Background: an optimization exercise with open tools, aiming at small area, a short achievable clock period and few clock cycles per item. Do not read the settings as production practice. Power is estimated from default activity; no workload was simulated.

## v6
Design alu, start of the top module:
module alu #(
    parameter INST_W = 4,
    parameter INT_W  = 6,
    parameter FRAC_W = 10,
    parameter DATA_W = INT_W + FRAC_W
)(
    input                      i_clk,
    input                      i_rst_n,
    input                      i_in_valid,
    output                     o_busy,
    input         [INST_W-1:0] i_inst,
    input  signed [DATA_W-1:0] i_data_a,
    input  signed [DATA_W-1:0] i_data_b,
    output                     o_out_valid,
    output        [DATA_W-1:0] o_data
);
==> flow/config.mk <==
export PLATFORM = sky130hd
export DESIGN_NAME = alu
export DESIGN_NICKNAME = alu
export VERILOG_FILES = /design/flow/design.v
export SDC_FILE = /design/flow/constraint.sdc
export NUM_CORES = 4
export LEC_CHECK = 0
export CAP_MARGIN = 20
export CORE_MARGIN = 2
export CORE_UTILIZATION = 40
export SLEW_MARGIN = 20
export TNS_END_PERCENT = 10
export BUFFER_PORTS_ARGS = -buffer_cell sky130_fd_sc_hd__buf_2
export CTS_ARGS = -sink_clustering_enable -repair_clock_nets -dont_use_dummy_load -sink_clustering_size 22 -sink_clustering_max_diameter 120
export SETUP_SLACK_MARGIN = 6.3
==> flow/constraint.sdc <==
create_clock -name core_clock -period 10.0 [get_ports {i_clk}]
set_input_delay 2.0000 -clock core_clock [delete_from_list [all_inputs] [get_ports {i_clk}]]
set_output_delay 2.0000 -clock core_clock [all_outputs]
set_load 0.01 [all_outputs]
standard.sh (not shown) runs the stock make flow with config.mk's settings and CLKGATE_MAP_FILE= SYNTH_SCRIPT=/design/flow/synth_recipe.tcl, a recipe that flattens the netlist after the stock synthesis.
==> flow/flow/run.sh <==
#!/bin/bash
cd "$(dirname "$0")/.."
cat >> config.mk <<'EOC'
export TNS_END_PERCENT = 10
export BUFFER_PORTS_ARGS = -buffer_cell sky130_fd_sc_hd__buf_2
export CTS_ARGS = -sink_clustering_enable -repair_clock_nets -dont_use_dummy_load -sink_clustering_size 22 -sink_clustering_max_diameter 120
EOC
cp config.mk config_cts.mk
echo "export SETUP_SLACK_MARGIN = 7" >> config.mk
bash standard.sh cts > standard_cts.log 2>&1
cp config_cts.mk config.mk
echo "export SETUP_SLACK_MARGIN = 6.3" >> config.mk
bash standard.sh finish > standard.log 2>&1
Every stage of the flow completed for v6, and the final layout passed the timing, DRC and antenna checks.
--- input diff v6..v7 ---
--- a/flow/design.v
+++ b/flow/design.v
@@ -9,19 +9,19 @@
     input                      i_in_valid,
     output                     o_busy,
     input         [INST_W-1:0] i_inst,
     input  signed [DATA_W-1:0] i_data_a,
     input  signed [DATA_W-1:0] i_data_b,
     output                     o_out_valid,
     output        [DATA_W-1:0] o_data
 );
 integer i;
-reg        ready_q;    
+reg        busy_q;
 reg        v1;
 reg [15:0] a1, b1;
 reg [15:0] asel1;      
 reg [7:0]  enc_one, enc_two, enc_neg;
 reg [1:0]  icode;      
 reg [1:0]  kind1;      
 reg        sub1, rot1;                       
 reg        op_as1, op_xor1, op_sh1, op_clz1;  
 wire sp_c1 = (i_data_a[15:11] == 5'b00000);             
@@ -29,49 +29,48 @@
 wire sp_c2 = (i_data_a[15:10] == 6'b111111);            
 wire sp_c3 = (i_data_a[15:10] == 6'b111110);            
 wire sp_c4 = (i_data_a[15:10] == 6'b111101);            
 wire [15:0] sp_k = sp_c1 ? 16'd10922 :
                    sp_c2 ? 16'd5461  :
                    sp_c3 ? 16'd3641  :
                    sp_c4 ? 16'd1820  :
                    sp_c5 ? 16'd16384 : 16'd0;
 wire        in_sp = (i_inst == 4'd4);
-wire [16:0] bx_in = {i_data_b, 1'b0};
-wire [16:0] bx_sp = {sp_k, 1'b0};
-wire        take = i_in_valid && ready_q;
-assign o_busy = !ready_q;
+wire [15:0] op_b = in_sp ? sp_k : i_data_b;
+wire [16:0] op_bx = {op_b, 1'b0};
+wire        take = i_in_valid && !busy_q;
+assign o_busy = busy_q;
 always @(posedge i_clk or negedge i_rst_n) begin
     if (!i_rst_n) begin
-        ready_q <= 1'b0;
+        busy_q <= 1'b1;
         v1     <= 1'b0;
     end else begin
-        ready_q <= 1'b1;
+        busy_q <= 1'b0;
         v1     <= take;
     end
 end
 always @(posedge i_clk) begin
     a1    <= i_data_a;
-    b1    <= i_data_b;
+    b1    <= op_b;
     for (i = 0; i < 16; i = i + 1)
         asel1[i] <= take && (i_inst == 4'd3) && (i_data_a[3:0] == i);
     kind1   <= (i_inst == 4'd3) ? 2'd1 : (i_inst == 4'd2) ? 2'd2 : in_sp ? 2'd3 : 2'd0;
     sub1    <= (i_inst == 4'd1);
     rot1    <= (i_inst == 4'd7);
     op_as1  <= (i_inst == 4'd0) || (i_inst == 4'd1);
     op_xor1 <= (i_inst == 4'd5);
     op_sh1  <= (i_inst == 4'd6) || (i_inst == 4'd7);
     op_clz1 <= (i_inst == 4'd8);
     icode <= !in_sp ? 2'd0 : (sp_c1 || sp_c2) ? 2'd1 : sp_c3 ? 2'd2 : sp_c4 ? 2'd3 : 2'd0;
     for (i = 0; i < 8; i = i + 1) begin
-        enc_one[i] <= in_sp ? (bx_sp[2*i+1] ^ bx_sp[2*i]) : (bx_in[2*i+1] ^ bx_in[2*i]);
-        enc_two[i] <= in_sp ? ((bx_sp[2*i+2] & ~bx_sp[2*i+1] & ~bx_sp[2*i]) | (~bx_sp[2*i+2] & bx_sp[2*i+1] & bx_sp[2*i]))
-                            : ((bx_in[2*i+2] & ~bx_in[2*i+1] & ~bx_in[2*i]) | (~bx_in[2*i+2] & bx_in[2*i+1] & bx_in[2*i]));
-        enc_neg[i] <= in_sp ? bx_sp[2*i+2] : bx_in[2*i+2];
+        enc_one[i] <= op_bx[2*i+1] ^ op_bx[2*i];
+        enc_two[i] <= (op_bx[2*i+2] & ~op_bx[2*i+1] & ~op_bx[2*i]) | (~op_bx[2*i+2] & op_bx[2*i+1] & op_bx[2*i]);
+        enc_neg[i] <= op_bx[2*i+2];
     end
 end
 reg        v2;
 reg [1:0]  kind2;      
 reg [15:0] x2;         
 reg [23:0] m0, m1;     
 reg        mc;         
 reg [3:0]  idx2;       
 reg        acc2;       
==> comparison <==
- v7: placed instance area about 0.9% above v6
- v7 ends up with a clock network fraction of total power that is 0.9 points lower than in v6.
- Going from v6 to v7, the antenna diode count was found to have gone down by 1.
- Fraction of layout cells with a size suffix above 1 in v7 is 3.1 points above v6.
- v6 → v7: critical path data required time has decreased, area of the core region climbed 840 µm².
- v7 against v6: maximum fanout count along the critical path rose by 8; simple-gate share of the synthesized area lower; wire length on met2 now smaller; synthesized-area fraction occupied by ao, oa, aoi and oai cells grew by 0.99 points; overall die area rose 330 µm².
No functional check of the RTL was part of any run of this note.

[separate check: timing with driven ports]
The flow's constraints put no driver on any port. The routed layouts listed below were extracted and timed again, unchanged, in two steps.
Step 1, drivers: a clkbuf_16 drives i_clk and a buf_2 each remaining input, both assumed.
Step 2 moves the port delays by t, midway between the first and last clock arrival at a register: inputs arrive t later, outputs are due t later. That takes back most of the time a late clock gives input paths.
a / b / c = ideal / step 1 / step 2; a / b = the first two.
| run | t (ns) | setup slack, ns | slew at the worst register clock pin (ns) |
|---|---|---|---|
| v6 | 0.647 | 6.396 / 6.396 / 6.232 | 0.09 / 0.09 |
| v7 | 0.642 | 6.551 / 6.551 / 6.075 | 0.10 / 0.10 |
After both steps setup and hold are still met in every run listed. For v7, which loses most, drivers alone change the setup slack by 0.000 ns; drivers and shift together by -0.476 ns.
